What follows belongs to an exercise in optimizing a design on an open flow for small area; a production flow would make more cautious choices. Function was checked by simulation only, so behaviour that the tests miss may differ from the original. The flow treats the clock pin as an ideal source. Dropping or thinning the clock tree relies on that and would not hold on a real chip.

==> harbor: inputs <==
==> flow/design.v <==
module debounce (
    input  clk,
    input  reset,
    input  in,
    output out
);
   localparam [11:0] P = 12'h555;
   reg        lvl, wt;
   reg [11:0] q;
   wire [11:0] y    = q ^ P;
   wire        z9   = ~|{y[10:7], y[5:4], y[2:0]};
   wire        fb   = y[11] ^ (y[3] | y[6] | z9);
   wire        done = z9 & ~y[3] & ~y[6] & y[11];
   wire        flip = wt & done;
   always @(posedge clk or posedge reset)
      if (reset) begin
         lvl <= 1'b0;
         wt  <= 1'b0;
      end else begin
         lvl <= lvl ^ flip;
         wt  <= (in ^ lvl) & ~flip;
      end
   always @(posedge clk)
      q <= wt ? ({y[10:0], fb} ^ P) : P;
   assign out = lvl;
endmodule
module counter (
    input  clk,
    input  rst,
    input  hard,      
    output en
);
   reg [14:0] y;
   reg        c15;
   wire z13  = ~|y[12:0];
   wire fb   = y[14] ^ (y[13] | z13);
   wire wrap = z13 & ~y[13] & y[14];      
   always @(posedge clk or posedge rst)
      if (rst) begin
         y   <= 15'd0;
         c15 <= 1'b0;
      end else begin
         y   <= {y[13:0], fb};
         c15 <= c15 ^ wrap;
      end
   assign en = wrap & (hard | c15);
endmodule
module guess_FSM (
    input        clk,
    input        en,
    input        reset,
    input  [3:0] b,
    output       n0, n1, n2, n3,
    output       win,
    output       lose
);
   reg       p;
   reg [1:0] a;
   assign n0   = p |  a[1] |  a[0];
   assign n1   = p |  a[1] | ~a[0];
   assign n2   = p | ~a[1] | ~a[0];
   assign n3   = p | ~a[1] |  a[0];
   assign win  = p & ~a[0];
   assign lose = p &  a[0];
   wire any   = |b;
   wire other = (b[0] & n0) | (b[1] & n1) | (b[2] & n2) | (b[3] & n3);
   always @(posedge clk or posedge reset)
      if (reset) begin
         p <= 1'b0;
         a <= 2'b00;
      end else if (en) begin
         p <= any;
         if (any) begin
            if (!p) a[0] <= other;
         end else begin
            a <= p ? 2'b00 : {a[0], ~a[1]};
         end
      end
endmodule
module guessing_game (
    input         btnU, btnD, btnR, btnL, clk, btnC,
    input  [15:0] sw,
    output [6:0]  seg,
    output [3:0]  an,
    output [15:0] led,
    output        dp
);
   wire [3:0] b;
   wire       en;
   wire       n0, n1, n2, n3, win, lose;
   debounce db0 (.clk(clk), .reset(btnC), .in(btnR), .out(b[0]));
   debounce db1 (.clk(clk), .reset(btnC), .in(btnD), .out(b[1]));
   debounce db2 (.clk(clk), .reset(btnC), .in(btnL), .out(b[2]));
   debounce db3 (.clk(clk), .reset(btnC), .in(btnU), .out(b[3]));
   counter step (.clk(clk), .rst(btnC), .hard(sw[0]), .en(en));
   guess_FSM fsm (.clk(clk), .en(en), .reset(btnC), .b(b),
                  .n0(n0), .n1(n1), .n2(n2), .n3(n3), .win(win), .lose(lose));
   assign seg = {n1, n2, 3'b111, n0, n3};
   assign led = {8{win | lose, win}};
   assign an  = 4'b1110;
   assign dp  = 1'b1;
endmodule
==> flow/flow/run.sh <==
#!/bin/bash
# Own layout flow: the standard ORFS flow (standard.sh), with changes that
# only affect how the logic is mapped to cells, cell sizes and the clock tree:
#  1. synthesis is ORFS's standard synthesis (synth_recipe.tcl) with an
#     area-oriented ABC script (flow/abc_area.script); the registers are
#     untouched, as ABC maps only the logic between them;
#  2. after synthesis every logic cell is set to its smallest drive strength
#     (the repair steps later upsize where timing or slew needs it);
#  3. ports are buffered with sky130_fd_sc_hd__buf_1;
#  4. the clock tree is built by flow/cts_hook.tcl: 4 clkbuf_8, each driving
#     the flip-flops of one part of the core, straight from the clock port.
# Each tool's output goes to a log file of its own in this folder.
set -euo pipefail
WORK=$(pwd)
RES=$WORK/orfs/results/$FLOW_PLATFORM/guessing_game/base

# ORFS's scripts with the area ABC script replaced
rm -rf "$WORK/scripts"
cp -r "$FLOW_HOME/scripts" "$WORK/scripts"
cp "$WORK/flow/abc_area.script" "$WORK/scripts/abc_area.script"

bash standard.sh "SCRIPTS_DIR=$WORK/scripts" ABC_AREA=1 synth > "$WORK/log_1_synth.txt" 2>&1

WORK_RES=$RES openroad -no_init -exit "$WORK/flow/downsize.tcl" > "$WORK/log_1_downsize.txt" 2>&1

bash standard.sh \
  "BUFFER_PORTS_ARGS=-buffer_cell sky130_fd_sc_hd__buf_1" \
  "PRE_CTS_TCL=$WORK/flow/cts_hook.tcl" CTS_NLEAF=4 CTS_LEAF_BUF=sky130_fd_sc_hd__clkbuf_8 \
  finish > "$WORK/log_2_layout.txt" 2>&1
==> flow/flow/abc_area.script <==
strash
dc2
dch -f
amap -F 4 -A 8
topo
==> flow/flow/cts_hook.tcl <==
# PRE_CTS hook: a small balanced clock tree built by hand in place of
# TritonCTS.  The flip-flops are split by position into NLEAF groups; each
# group gets one clock buffer at its centre, driven straight from the clock
# port.  Every flip-flop's clock thus passes through exactly one buffer.
set nleaf  $::env(CTS_NLEAF)
set master [[ord::get_db] findMaster $::env(CTS_LEAF_BUF)]
set block  [ord::get_db_block]
set clk    [$block findNet clk]

set sinks {}
foreach it [$clk getITerms] {
  if {[[$it getMTerm] getName] eq "CLK"} { lappend sinks $it }
}
proc loc {it} {
  set inst [$it getInst]
  set b [$inst getBBox]
  return [list [expr {([$b xMin] + [$b xMax]) / 2}] [expr {([$b yMin] + [$b yMax]) / 2}]]
}
# k-means on the flip-flop positions, seeded along the sorted x (then y) order
set pts {}
foreach it $sinks { lappend pts [concat [loc $it] [list $it]] }
set pts [lsort -real -index 0 $pts]
set n [llength $pts]
set cent {}
for {set k 0} {$k < $nleaf} {incr k} {
  set p [lindex $pts [expr {int(($k + 0.5) * $n / $nleaf)}]]
  lappend cent [list [lindex $p 0] [lindex $p 1]]
}
for {set iter 0} {$iter < 50} {incr iter} {
  # balanced assignment: each group takes at most ceil(n/nleaf) sinks,
  # assigned greedily by distance
  set cap [expr {($n + $nleaf - 1) / $nleaf}]
  set pairs {}
  set i 0
  foreach p $pts {
    for {set k 0} {$k < $nleaf} {incr k} {
      set c [lindex $cent $k]
      set d [expr {abs([lindex $p 0] - [lindex $c 0]) + abs([lindex $p 1] - [lindex $c 1])}]
      lappend pairs [list $d $i $k]
    }
    incr i
  }
  set pairs [lsort -real -index 0 $pairs]
  array unset asg
  array unset cnt
  for {set k 0} {$k < $nleaf} {incr k} { set cnt($k) 0 }
  foreach pr $pairs {
    lassign $pr d i k
    if {[info exists asg($i)] || $cnt($k) >= $cap} { continue }
    set asg($i) $k
    incr cnt($k)
  }
  set newc {}
  for {set k 0} {$k < $nleaf} {incr k} {
    set sx 0; set sy 0; set m 0
    for {set i 0} {$i < $n} {incr i} {
      if {$asg($i) == $k} {
        set p [lindex $pts $i]
        set sx [expr {$sx + [lindex $p 0]}]; set sy [expr {$sy + [lindex $p 1]}]; incr m
      }
    }
    if {$m > 0} { lappend newc [list [expr {$sx / $m}] [expr {$sy / $m}]] } else { lappend newc [lindex $cent $k] }
  }
  set cent $newc
}
for {set k 0} {$k < $nleaf} {incr k} {
  set inst [odb::dbInst_create $block $master "clkleaf_$k"]
  set net  [odb::dbNet_create $block "clknet_leaf_$k"]
  $net setSigType CLOCK
  [$inst findITerm A] connect $clk
  [$inst findITerm X] connect $net
  set c [lindex $cent $k]
  $inst setLocation [expr {int([lindex $c 0])}] [expr {int([lindex $c 1])}]
  $inst setPlacementStatus PLACED
  for {set i 0} {$i < $n} {incr i} {
    if {$asg($i) == $k} {
      set it [lindex [lindex $pts $i] 2]
      $it disconnect
      $it connect $net
    }
  }
  puts "clock leaf $k: $cnt($k) sinks at [lindex $cent $k]"
}
set_propagated_clock [all_clocks]
# the tree is built: TritonCTS is not run
proc clock_tree_synthesis {args} { puts "clock_tree_synthesis skipped: tree built by cts_hook.tcl" }
==> flow/flow/downsize.tcl <==
# Set every combinational cell of the synthesized netlist to the smallest
# drive strength of its kind, except that a cell driving 20 or more pins
# (the reset inverter) gets drive strength 2.  Registers keep their cell type.
set res $::env(WORK_RES)
read_db $res/1_synth.odb
set db [ord::get_db]
set libs [$db getLibs]
array set area {}
foreach lib $libs {
  foreach m [$lib getMasters] {
    set area([$m getName]) [expr {[$m getWidth] * [$m getHeight]}]
  }
}
set n 0
foreach inst [[ord::get_db_block] getInsts] {
  set mname [[$inst getMaster] getName]
  if {![regexp {^(sky130_fd_sc_hd__[a-z0-9]+)_([0-9]+)$} $mname -> base drive]} { continue }
  if {[regexp {^sky130_fd_sc_hd__(df|sdf|edf|dl|sdl|conb|tap|fill|decap)} $base]} { continue }
  set fanout 0
  foreach it [$inst getITerms] {
    if {[$it isOutputSignal] && [$it getNet] ne "NULL"} {
      set fanout [expr {[llength [[$it getNet] getITerms]] - 1}]
    }
  }
  if {$fanout >= 20 && [info exists area(${base}_2)]} {
    set best ${base}_2
    if {$best ne $mname} {
      $inst swapMaster [$db findMaster $best]
      puts "strong [$inst getName] $mname -> $best (fanout $fanout)"
      incr n
    }
    continue
  }
  set best $mname
  foreach cand [array names area ${base}_*] {
    if {![regexp "^${base}_\[0-9\]+\$" $cand]} { continue }
    if {$area($cand) < $area($best)} { set best $cand }
  }
  if {$best ne $mname} {
    set newm [$db findMaster $best]
    if {[$inst swapMaster $newm]} {
      puts "downsize [$inst getName] $mname -> $best"
      incr n
    } else {
      puts "could not swap [$inst getName] $mname -> $best"
    }
  }
}
puts "downsized $n cells"
write_db $res/1_synth.odb
==> flow/standard.sh <==
#!/bin/bash
# synth_recipe.tcl (not shown) runs the flow's synth.tcl, then flattens the netlist and writes it again
# the make line also repeats each setting of config.mk as NAME=value (left out here)
make -C /OpenROAD-flow-scripts/flow DESIGN_CONFIG=/design/flow/config.mk WORK_HOME=/design/flow/orfs CLKGATE_MAP_FILE= SYNTH_SCRIPT=/design/flow/synth_recipe.tcl "${@:-finish}"
==> flow/config.mk <==
export PLATFORM = sky130hd
export DESIGN_NAME = guessing_game
export DESIGN_NICKNAME = guessing_game
export VERILOG_FILES = /design/flow/design.v
export SDC_FILE = /design/flow/constraint.sdc
export NUM_CORES = 4
export LEC_CHECK = 0
export CAP_MARGIN = 20
export CORE_MARGIN = 2
export CORE_UTILIZATION = 40
export SLEW_MARGIN = 20
==> flow/constraint.sdc <==
create_clock -name core_clock -period 10.0 [get_ports {clk}]
set_input_delay 2.0000 -clock core_clock [delete_from_list [all_inputs] [get_ports {clk}]]
set_output_delay 2.0000 -clock core_clock [all_outputs]
set_load 0.01 [all_outputs]
==> inputs of pepper, as changes to harbor <==
==> flow/design.v, changed modules only <==
module debounce (
    input  clk,
    input  reset,
    input  in,
    output out
);
   localparam [11:0] P = 12'hAAA;
   reg        lvl, wt;
   reg [11:0] q;
   wire [11:0] y    = q ^ P;
   wire        z9   = ~|{y[10:7], y[5:4], y[2:0]};
   wire        fb   = y[11] ^ (y[3] | y[6] | z9);
   wire        done = z9 & ~y[3] & ~y[6] & y[11];
   wire        flip = wt & done;
   always @(posedge clk or posedge reset)
      if (reset) begin
         lvl <= 1'b0;
         wt  <= 1'b0;
      end else begin
         lvl <= lvl ^ flip;
         wt  <= (in ^ lvl) & ~flip;
      end
   always @(posedge clk)
      q <= wt ? ({y[10:0], fb} ^ P) : P;
   assign out = lvl;
endmodule
module guess_FSM (
    input        clk,
    input        en,
    input        reset,
    input  [3:0] b,
    output       s0, s1, s2, s3,
    output       win,
    output       lose
);
   reg       p;
   reg [1:0] a;
   assign s0   = ~p & ~a[1] & ~a[0];
   assign s1   = ~p & ~a[1] &  a[0];
   assign s2   = ~p &  a[1] &  a[0];
   assign s3   = ~p &  a[1] & ~a[0];
   assign win  =  p & ~a[0];
   assign lose =  p &  a[0];
   wire any = |b;
   wire hit = (~a[1] & ~a[0] & (b == 4'b0001)) |
              (~a[1] &  a[0] & (b == 4'b0010)) |
              ( a[1] &  a[0] & (b == 4'b0100)) |
              ( a[1] & ~a[0] & (b == 4'b1000));
   always @(posedge clk or posedge reset)
      if (reset) begin
         p <= 1'b0;
         a <= 2'b00;
      end else if (en) begin
         p <= any;
         if (any) begin
            if (!p) a[0] <= ~hit;
         end else begin
            a <= p ? 2'b00 : {a[0], ~a[1]};
         end
      end
endmodule
module guessing_game (
    input         btnU, btnD, btnR, btnL, clk, btnC,
    input  [15:0] sw,
    output [6:0]  seg,
    output [3:0]  an,
    output [15:0] led,
    output        dp
);
   wire [3:0] b;
   wire       en;
   wire       s0, s1, s2, s3, win, lose;
   debounce db0 (.clk(clk), .reset(btnC), .in(btnR), .out(b[0]));
   debounce db1 (.clk(clk), .reset(btnC), .in(btnD), .out(b[1]));
   debounce db2 (.clk(clk), .reset(btnC), .in(btnL), .out(b[2]));
   debounce db3 (.clk(clk), .reset(btnC), .in(btnU), .out(b[3]));
   counter step (.clk(clk), .rst(btnC), .hard(sw[0]), .en(en));
   guess_FSM fsm (.clk(clk), .en(en), .reset(btnC), .b(b),
                  .s0(s0), .s1(s1), .s2(s2), .s3(s3), .win(win), .lose(lose));
   assign seg = {~s1, ~s2, 3'b111, ~s0, ~s3};
   assign led = {8{win | lose, win}};
   assign an  = 4'b1110;
   assign dp  = 1'b1;
endmodule
--- a/flow/flow/run.sh
+++ b/flow/flow/run.sh
@@ -8,6 +8,5 @@
 #     (the repair steps later upsize where timing or slew needs it);
 #  3. ports are buffered with sky130_fd_sc_hd__buf_1;
-#  4. the clock tree is built by flow/cts_hook.tcl: 4 clkbuf_8, each driving
-#     the flip-flops of one part of the core, straight from the clock port.
+#  4. CTS uses clkbuf_4 buffers and inserts no dummy loads.
 # Each tool's output goes to a log file of its own in this folder.
 set -euo pipefail
@@ -26,4 +25,4 @@
 bash standard.sh \
   "BUFFER_PORTS_ARGS=-buffer_cell sky130_fd_sc_hd__buf_1" \
-  "PRE_CTS_TCL=$WORK/flow/cts_hook.tcl" CTS_NLEAF=4 CTS_LEAF_BUF=sky130_fd_sc_hd__clkbuf_8 \
+  "CTS_ARGS=-sink_clustering_enable -repair_clock_nets -dont_use_dummy_load -buf_list sky130_fd_sc_hd__clkbuf_4" \
   finish > "$WORK/log_2_layout.txt" 2>&1
==> flow/flow/abc_area.script (replaced) <==
strash
dc2
dch -f
amap
topo
==> flow/flow/downsize.tcl (replaced) <==
# Set every combinational cell of the synthesized netlist to the smallest
# drive strength of its kind.  Registers keep their cell type.
set res $::env(WORK_RES)
read_db $res/1_synth.odb
set db [ord::get_db]
set libs [$db getLibs]
array set area {}
foreach lib $libs {
  foreach m [$lib getMasters] {
    set area([$m getName]) [expr {[$m getWidth] * [$m getHeight]}]
  }
}
set n 0
foreach inst [[ord::get_db_block] getInsts] {
  set mname [[$inst getMaster] getName]
  if {![regexp {^(sky130_fd_sc_hd__[a-z0-9]+)_([0-9]+)$} $mname -> base drive]} { continue }
  if {[regexp {^sky130_fd_sc_hd__(df|sdf|edf|dl|sdl|conb|tap|fill|decap)} $base]} { continue }
  set best $mname
  foreach cand [array names area ${base}_*] {
    if {![regexp "^${base}_\[0-9\]+\$" $cand]} { continue }
    if {$area($cand) < $area($best)} { set best $cand }
  }
  if {$best ne $mname} {
    set newm [$db findMaster $best]
    if {[$inst swapMaster $newm]} {
      puts "downsize [$inst getName] $mname -> $best"
      incr n
    } else {
      puts "could not swap [$inst getName] $mname -> $best"
    }
  }
}
puts "downsized $n cells"
write_db $res/1_synth.odb
removed: flow/flow/cts_hook.tcl
==> inputs of lagoon, as changes to harbor <==
--- a/flow/design.v
+++ b/flow/design.v
@@ -5,5 +5,5 @@
     output out
 );
-   localparam [11:0] P = 12'h555;
+   localparam [11:0] P = 12'hAAA;
    reg        lvl, wt;
    reg [11:0] q;
==> flow/flow/downsize.tcl (replaced) <==
# Set every combinational cell of the synthesized netlist to the smallest
# drive strength of its kind.  Registers keep their cell type.
set res $::env(WORK_RES)
read_db $res/1_synth.odb
set db [ord::get_db]
set libs [$db getLibs]
array set area {}
foreach lib $libs {
  foreach m [$lib getMasters] {
    set area([$m getName]) [expr {[$m getWidth] * [$m getHeight]}]
  }
}
set n 0
foreach inst [[ord::get_db_block] getInsts] {
  set mname [[$inst getMaster] getName]
  if {![regexp {^(sky130_fd_sc_hd__[a-z0-9]+)_([0-9]+)$} $mname -> base drive]} { continue }
  if {[regexp {^sky130_fd_sc_hd__(df|sdf|edf|dl|sdl|conb|tap|fill|decap)} $base]} { continue }
  set best $mname
  foreach cand [array names area ${base}_*] {
    if {![regexp "^${base}_\[0-9\]+\$" $cand]} { continue }
    if {$area($cand) < $area($best)} { set best $cand }
  }
  if {$best ne $mname} {
    set newm [$db findMaster $best]
    if {[$inst swapMaster $newm]} {
      puts "downsize [$inst getName] $mname -> $best"
      incr n
    } else {
      puts "could not swap [$inst getName] $mname -> $best"
    }
  }
}
puts "downsized $n cells"
write_db $res/1_synth.odb
==> inputs of indigo, as changes to harbor <==
--- a/flow/design.v
+++ b/flow/design.v
@@ -5,5 +5,5 @@
     output out
 );
-   localparam [11:0] P = 12'h555;
+   localparam [11:0] P = 12'hAAA;
    reg        lvl, wt;
    reg [11:0] q;
==> flow_summary.yaml <==
power_and_ir_drop:
  vdd_drop_max_v: 0.000112
  powerDensity_nw_per_um2: 186
worst_hold_path:
  hold_end: "step.y[10]$_DFF_PP0_"
finish:
  drive_gt1_share_pct: 2.03
routing:
  wl_met3_um: 142
placement:
  pre_cts_slack_ns: 6.61
die:
  die_x_um: 81.3
worst_setup_path:
  cp_slowest_stage_delay_ns: 0.55
run_status:
  status: "no timing/DRC/antenna violations"
timing:
  layout_setup_ws_ns: 6.46
The numbers above come from lagoon.

==> flow_summary.yaml <==
run_status:
  status: "no timing/DRC/antenna violations"
power_and_ir_drop:
  vdd_drop_max_v: 0.0000798
  p_sw_share_pct: 21.7
  powerClk_uw: 107
  powerDensity_nw_per_um2: 185
timing:
  min_period_over_period_pct: 34.9
  max_freq_mhz: 286
  layout_setup_ws_ns: 6.51
routing:
  wl_per_cell_um: 11.4
  wl_met3_um: 132
worst_setup_path:
  reg2reg_depth: 6
  cp_slowest_stage_delay_ns: 0.53
finish:
  drive_gt1_share_pct: 2.05
  multi_input_area_sq_um: 624
placement:
  pre_cts_slack_ns: 6.69
worst_hold_path:
  hold_end: "step.y[9]$_DFF_PP0_"
grt:
  overflow: 0
die:
  die_x_um: 81.2
synthesis:
  syn_area_sq_um: 2390
The numbers above come from harbor.

==> flow_summary.yaml <==
die:
  rows: 28
  initial_core_util_pct: 40.9
  die_x_um: 81.3
finish:
  drive_gt1_share_pct: 2.04
  layoutNonFillerInstCount: 320
run_status:
  status: "no timing/DRC/antenna violations"
synthesis:
  syn_inst: 237
routing:
  wl_met3_um: 158
  wl_per_cell_um: 11.1
  drt_iter0_markers: 78
worst_setup_path:
  cp_slowest_stage_delay_ns: 0.54
  rrSetupSlack_ns: 8.11
power_and_ir_drop:
  clock_power_share_pct: 22.4
  powerDensity_nw_per_um2: 188
  vdd_drop_max_v: 0.000110
timing:
  layout_setup_ws_ns: 6.47
worst_hold_path:
  hold_end: "step.y[10]$_DFF_PP0_"
placement:
  pre_cts_slack_ns: 6.64
The numbers above come from indigo.

==> flow_summary.yaml <==
run_status:
  status: "no timing/DRC/antenna violations"
die:
  die_x_um: 81.3
placement:
  pre_cts_slack_ns: 6.61
worst_hold_path:
  hold_end: "step.y[3]$_DFF_PP0_"
power_and_ir_drop:
  powerDensity_nw_per_um2: 182
  vdd_drop_max_v: 0.0000918
finish:
  drive_gt1_share_pct: 4.03
clocking:
  clk_pin_slew_ns: 0.09
worst_setup_path:
  cp_slowest_stage_delay_ns: 0.58
routing:
  wl_met3_um: 187
The numbers above come from pepper.

The clock cells of harbor, lagoon and indigo come from the design's own scripts or RTL, not from TritonCTS.

-- what the ideal ports hide --
No port has a modelled driver above. Below, the same layouts with a new extraction and two added sets of constraints.
Step 1 sets driving cells, clkbuf_16 on the clock port and buf_2 on the other inputs (assumed; they add their load-dependent delay and slew).
Step 2 adds t to the input delays and takes it off the output delays; t is the mean of the earliest and latest rising clock arrival at the registers after step 1. Input paths then give back, and output paths get back, about the clock's delay inside the block.
a / b / c = ideal / step 1 / step 2; a / b = the first two.
run	t (ns)	setup WS [ns]	hold slack, ns	latest minus earliest clock arrival (ns)	slew at the worst register clock pin (ns)
harbor	0.216	6.509 / 6.455 / 6.671	0.380 / 0.380 / 0.380	0.011 / 0.011	0.11 / 0.11
pepper	0.421	6.234 / 6.209 / 6.630	0.378 / 0.378 / 0.378	0.028 / 0.029	0.11 / 0.11
lagoon	0.216	6.465 / 6.408 / 6.624	0.384 / 0.384 / 0.384	0.009 / 0.008	0.11 / 0.11
indigo	0.212	6.469 / 6.415 / 6.628	0.384 / 0.384 / 0.384	0.007 / 0.007	0.11 / 0.11
After both steps every run listed still meets setup and hold.
